Context: an optimization exercise on an open-source flow, tuned for small area and a short achievable clock period. The choices shown serve that exercise and are no tape-out recipe. Where RTL was checked, it was by simulation tests only, not by an equivalence proof against the original. Power and IR drop assume default switching activity.

## process
module process(opcode,data,clk,rst,fout);
input [9:0]opcode;
input [4:0]data;
input clk,rst;
output [7:0]fout;
reg [3:0] fc;
reg sd, sh;
reg [2:0] d;
reg [7:0] qa;
reg [7:0] A, O, B;
reg [7:0] R1, R2, R3, R4;
reg dq;             
reg [2:0] dm;       
wire [3:0] op = opcode[9:6];
wire [2:0] so = opcode[5:3];
wire [7:0] r1n = (d == 3'd0) ? 8'b0 : (d == 3'd1) ? B : R1;
wire [7:0] an = sd ? {3'b000, data} : sh ? A : qa;
function [3:0] dstep;  
  input [2:0] m; input aj; input [3:0] D;
  reg q, b0, b1; reg [2:0] s;
  begin
    q = (m > D[3:1]) | ((m == D[3:1]) & (aj | ~D[0]));
    b0 = ~aj & D[0];
    b1 = (~m[0] & D[1]) | (~m[0] & b0) | (D[1] & b0);
    s = {m[1] ^ D[2] ^ b1, m[0] ^ D[1] ^ b0, aj ^ D[0]};
    dstep = {q, q ? s : {m[1:0], aj}};
  end
endfunction
wire [3:0] dn = an[3:0];
wire nq4 = (r1n[7:4] >= dn);
wire [2:0] nm4 = nq4 ? r1n[6:4] - dn[2:0] : r1n[6:4];
always @(posedge clk) begin
  case (op)
    4'd0:  fc <= 4'b0010;
    4'd1:  fc <= 4'b0000;
    4'd2:  fc <= 4'b0001;
    4'd3:  fc <= 4'b0100;
    4'd4:  fc <= 4'b0101;
    4'd5:  fc <= 4'b1000;
    4'd6:  fc <= 4'b1001;
    4'd7:  fc <= 4'b1010;
    4'd8:  fc <= 4'b1011;
    4'd9:  fc <= 4'b1100;
    4'd10: fc <= 4'b1101;
    4'd11: fc <= 4'b1111;
    4'd12: fc <= 4'b1110;
    default: ;
  endcase
  sd <= (so == 3'd5);
  sh <= so[2] & so[1];
  d  <= opcode[2:0];
  if (rst) qa <= 8'b0;
  else case (so)
    3'd1: qa <= R1;
    3'd2: qa <= R2;
    3'd3: qa <= R3;
    3'd4: qa <= R4;
    default: qa <= 8'b0;
  endcase
  A <= an;
  B <= O;
  case (d)
    3'd0: begin R1 <= 8'b0; R2 <= 8'b0; R3 <= 8'b0; R4 <= 8'b0; end
    3'd1: R1 <= B;
    3'd2: R2 <= B;
    3'd3: R3 <= B;
    3'd4: R4 <= B;
    default: ;
  endcase
  dq <= nq4;
  dm <= nm4;
end
wire [7:0] a = R1;
wire [7:0] b = A;
wire [3:0] db = b[3:0];
wire [3:0] v3 = {dm, a[3]};
wire [3:0] v2 = {dm[1:0], a[3:2]};
wire [3:0] v1 = {dm[0], a[3:1]};
wire [3:0] v0 = a[3:0];
wire [3:0] dx1 = {db[2:0], 1'b0};    
wire [3:0] dx2 = {db[1:0], 2'b0};
wire [3:0] dx4 = {db[0], 3'b0};
wire [3:0] dx3 = dx2 + dx1;
wire [3:0] dx5 = dx4 + dx1;
wire [3:0] dx6 = dx4 + dx2;
wire [3:0] dx7 = 4'd0 - dx1;
wire q3 = (v3 >= db);
  ...
==> flow/config.mk <==
export PLATFORM = sky130hd
export DESIGN_NAME = process
export DESIGN_NICKNAME = process
export VERILOG_FILES = /design/flow/design.v
export SDC_FILE = /design/flow/constraint.sdc
export NUM_CORES = 4
export LEC_CHECK = 0
export ABC_AREA = 1
export CAP_MARGIN = 20
export CORE_MARGIN = 2
export CORE_UTILIZATION = 75
export CTS_BUF_LIST = sky130_fd_sc_hd__clkbuf_4 sky130_fd_sc_hd__clkbuf_8
export PLACE_DENSITY = 0.8
export SETUP_SLACK_MARGIN = 4.5
export SLEW_MARGIN = 20
==> flow/constraint.sdc <==
create_clock -name core_clock -period 7.5 [get_ports {clk}]
set_input_delay 1.5000 -clock core_clock [delete_from_list [all_inputs] [get_ports {clk}]]
set_output_delay 1.5000 -clock core_clock [all_outputs]
set_load 0.01 [all_outputs]
standard.sh (not shown) runs the stock make flow with config.mk's settings and CLKGATE_MAP_FILE= SYNTH_SCRIPT=/design/flow/synth_recipe.tcl, a recipe that flattens the netlist after the stock synthesis.
==> flow/flow/run.sh <==
#!/bin/bash
# Standard layout with two changes to how it is made:
# - adders are not mapped to the slow fa/ha cells, so abc can restructure
#   the arithmetic for speed;
# - the port buffers are plain buf_2 cells instead of the delay cells that
#   buffer_ports picks on its own.
set -euo pipefail
bash standard.sh ADDER_MAP_FILE= "BUFFER_PORTS_ARGS=-buffer_cell sky130_fd_sc_hd__buf_2" finish > standard.log 2>&1
Rerun with:
--- a/flow/config.mk
+++ b/flow/config.mk
@@ -11 +11 @@
-export CORE_UTILIZATION = 75
+export CORE_UTILIZATION = 65
@@ -13,2 +13 @@
-export PLACE_DENSITY = 0.8
-export SETUP_SLACK_MARGIN = 4.5
+export SETUP_SLACK_MARGIN = 5
Effect:
- The changed run finished clean
- sequential share of layout area fell by 3.3 points
- clock-buffer cell count increases by 1
- wire length is lower by 6.6%
- synthesized area does not change
- cell count goes up by 4.3%
- final area increases by 12%
- sequential cell count does not change
- non-clock buffer count is higher by 33
Rerun with:
--- a/flow/config.mk
+++ b/flow/config.mk
@@ -13 +13 @@
-export SETUP_SLACK_MARGIN = 5
+export SETUP_SLACK_MARGIN = 4.85
The changed run finished with timing, DRC and antenna clean.
Cell count drops by 2.2%.
Wire length falls by 5.1%.
Die area does not change.
Synthesized area stays the same.
Total power is lower by 0.47%.
Hold slack improved by 0.0062 ns.
Setup slack gets better by 0.078 ns.
Register-to-register slack barely changes.
Final area goes down by 5.9%.

---

Setup of willow:
The RTL this note starts from:
==> flow/design.v <==
module process(opcode,data,clk,rst,fout);
input [9:0]opcode;
input [4:0]data;
input clk,rst;
output [7:0]fout;
reg [3:0] fc;
reg sd, sh;
reg [2:0] d;
reg [7:0] qa;
reg [7:0] A, O, B;
reg [7:0] R1, R2, R3, R4;
reg [7:1] a3;       
reg [1:0] dq;       
reg [2:0] dm;       
wire [3:0] op = opcode[9:6];
wire [2:0] so = opcode[5:3];
wire [7:0] r1n = (d == 3'd0) ? 8'b0 : (d == 3'd1) ? B : R1;
wire [7:0] an = sd ? {3'b000, data} : sh ? A : qa;
function [3:0] dstep;  
  input [2:0] m; input aj; input [3:0] D;
  reg q, b0, b1; reg [2:0] s;
  begin
    q = (m > D[3:1]) | ((m == D[3:1]) & (aj | ~D[0]));
    b0 = ~aj & D[0];
    b1 = (~m[0] & D[1]) | (~m[0] & b0) | (D[1] & b0);
    s = {m[1] ^ D[2] ^ b1, m[0] ^ D[1] ^ b0, aj ^ D[0]};
    dstep = {q, q ? s : {m[1:0], aj}};
  end
endfunction
wire [3:0] n4 = dstep(r1n[7:5], r1n[4], an[3:0]);
wire [3:0] n3 = dstep(n4[2:0], r1n[3], an[3:0]);
always @(posedge clk) begin
  if (op <= 4'd12) fc <= op;
  sd <= (so == 3'd5);
  sh <= so[2] & so[1];
  d  <= opcode[2:0];
  if (rst) qa <= 8'b0;
  else case (so)
    3'd1: qa <= R1;
    3'd2: qa <= R2;
    3'd3: qa <= R3;
    3'd4: qa <= R4;
    default: qa <= 8'b0;
  endcase
  A <= an;
  B <= O;
  case (d)
    3'd0: begin R1 <= 8'b0; R2 <= 8'b0; R3 <= 8'b0; R4 <= 8'b0; end
    3'd1: R1 <= B;
    3'd2: R2 <= B;
    3'd3: R3 <= B;
    3'd4: R4 <= B;
    default: ;
  endcase
  a3 <= r1n[7:1] + r1n[6:0];
  dq <= {n4[3], n3[3]};
  dm <= n3[2:0];
end
wire [7:0] a = R1;
wire [7:0] b = A;
wire [3:0] s2 = dstep(dm, a[2], b[3:0]);
wire [3:0] s1 = dstep(s2[2:0], a[1], b[3:0]);
wire [3:0] s0 = dstep(s1[2:0], a[0], b[3:0]);
wire [4:0] q = {dq, s2[3], s1[3], s0[3]};
wire [7:0] m3 = {a3, a[0]};
function [7:0] pp;
  input [1:0] dg; input [7:0] x, x3;
  case (dg)
    2'd0: pp = 8'b0;
    2'd1: pp = x;
    2'd2: pp = {x[6:0], 1'b0};
    default: pp = x3;
  endcase
endfunction
wire [7:0] p0 = pp(b[1:0], a, m3);
wire [7:0] p1 = pp(b[3:2], a, m3);
wire [7:0] p2 = pp(b[5:4], a, m3);
wire [7:0] p3 = pp(b[7:6], a, m3);
wire [7:0] prod = p0 + {p1[5:0], 2'b0} + {p2[3:0], 4'b0} + {p3[1:0], 6'b0};
reg [7:0] y;
always @* begin
  case (fc)
    4'd1: y = a + b;
    4'd2: y = a - b;
    4'd3: y = prod;
    4'd4: y = {3'b000, q};
    4'd5: y = ~a;
    4'd6: y = a & b;
    4'd7: y = a | b;
    4'd8: y = a ^ b;
    4'd9: y = {b[6:0], 1'b0};
    4'd10: y = {1'b0, b[7:1]};
    4'd11: y = {b[0], b[7:1]};
    4'd12: y = {b[6:0], b[7]};
    default: y = 8'b0;
  endcase
end
always @(posedge clk) O <= y;
assign fout = O;
endmodule
==> flow/config.mk <==
export PLATFORM = sky130hd
export DESIGN_NAME = process
export DESIGN_NICKNAME = process
export VERILOG_FILES = /design/flow/design.v
export SDC_FILE = /design/flow/constraint.sdc
export NUM_CORES = 4
export LEC_CHECK = 0
export CAP_MARGIN = 20
export CORE_MARGIN = 2
export CORE_UTILIZATION = 65
export CTS_BUF_LIST = sky130_fd_sc_hd__clkbuf_4 sky130_fd_sc_hd__clkbuf_8
export SETUP_SLACK_MARGIN = 4
export SLEW_MARGIN = 20
==> flow/constraint.sdc <==
create_clock -name core_clock -period 7.5 [get_ports {clk}]
set_input_delay 1.5000 -clock core_clock [delete_from_list [all_inputs] [get_ports {clk}]]
set_output_delay 1.5000 -clock core_clock [all_outputs]
set_load 0.01 [all_outputs]
==> flow/flow/run.sh <==
#!/bin/bash
# Standard layout, but without mapping adders to the slow fa/ha cells, so
# abc can restructure the arithmetic for speed.
set -euo pipefail
bash standard.sh ADDER_MAP_FILE= finish > standard.log 2>&1
> inputs changed (willow -> cedar)
- swapping 65 for 40 in CORE_UTILIZATION
- clearing CTS_BUF_LIST, which used to be sky130_fd_sc_hd__clkbuf_4 sky130_fd_sc_hd__clkbuf_8
==> run summary <==
Number of fill cells in the layout in cedar is about 120% higher than in willow. [compare] base=willow new=cedar: area used by multi-input combinational logic saw an increase; overall die height shows an increase of about 26%; global routing met3 resource utilization has decreased; synthesis-to-finish area growth up 5.2 points; total placed cells including tap cells climbed about 11%. When cedar is set beside willow, its number of search-and-repair iterations in the first detailed-routing pass turns out to be 1 smaller. Summary of cedar over willow: global-route usage over all layers saw a decrease; combinational cell fraction of total power lower. When cedar is measured against willow, its well tap count turns out 75 higher. cedar — wire length after detailed routing about 3% higher, willow as reference.
[inputs] maple vs cedar
- SETUP_SLACK_MARGIN now 3, was 4
### Flow results
- maple went all the way through the flow, and no timing, DRC or antenna check failed.
- As of maple, total power had fallen by a few percent compared to cedar.
- Clock power delta (maple − cedar): favourable
- [compare] base=cedar new=maple: worst hold slack decreased 0.0079 ns, final worst setup slack moved down, standard cell area after detailed placement barely changed.
No run of this note included a check of the RTL's function; only the layout flow was run.

-- afterwards: timing with drivers on the ports --
In the flow no input, the clock included, has a driving cell. The finished layouts below were timed again as built, in two steps.
Step 1 sets driving cells, clkbuf_16 on the clock port and buf_2 on the other inputs (assumed; they add their load-dependent delay and slew).
Step 2 also shifts input and output timing later by t, the mid clock arrival at the registers, as if the neighbouring blocks saw the same clock.
Slacks: ideal ports / drivers / drivers and shift; pairs: ideal ports / drivers.
| run | t, ns | slack for setup (ns) | worst setup path after step 2 | worst data-port slew with drivers (ns) |
|---|---|---|---|---|
| the first run of note 1 | 0.388 | 4.589 / 4.589 / 4.361 | input to register | 0.04 |
| the second run of note 1 | 0.371 | 4.884 / 4.882 / 4.511 | input to register | 0.04 |
| the third run of note 1 | 0.381 | 4.962 / 4.962 / 4.592 | input to register | 0.04 |
| willow | 0.398 | 4.076 / 4.079 / 3.681 | input to register | 0.05 |
| cedar | 0.379 | 4.074 / 4.094 / 3.715 | input to register | 0.03 |
| maple | 0.381 | 3.567 / 3.582 / 3.201 | input to register | 0.03 |
After both steps setup and hold are still met in every run listed. For willow, which loses most, drivers alone change the setup slack by +0.003 ns; drivers and shift together by -0.395 ns.
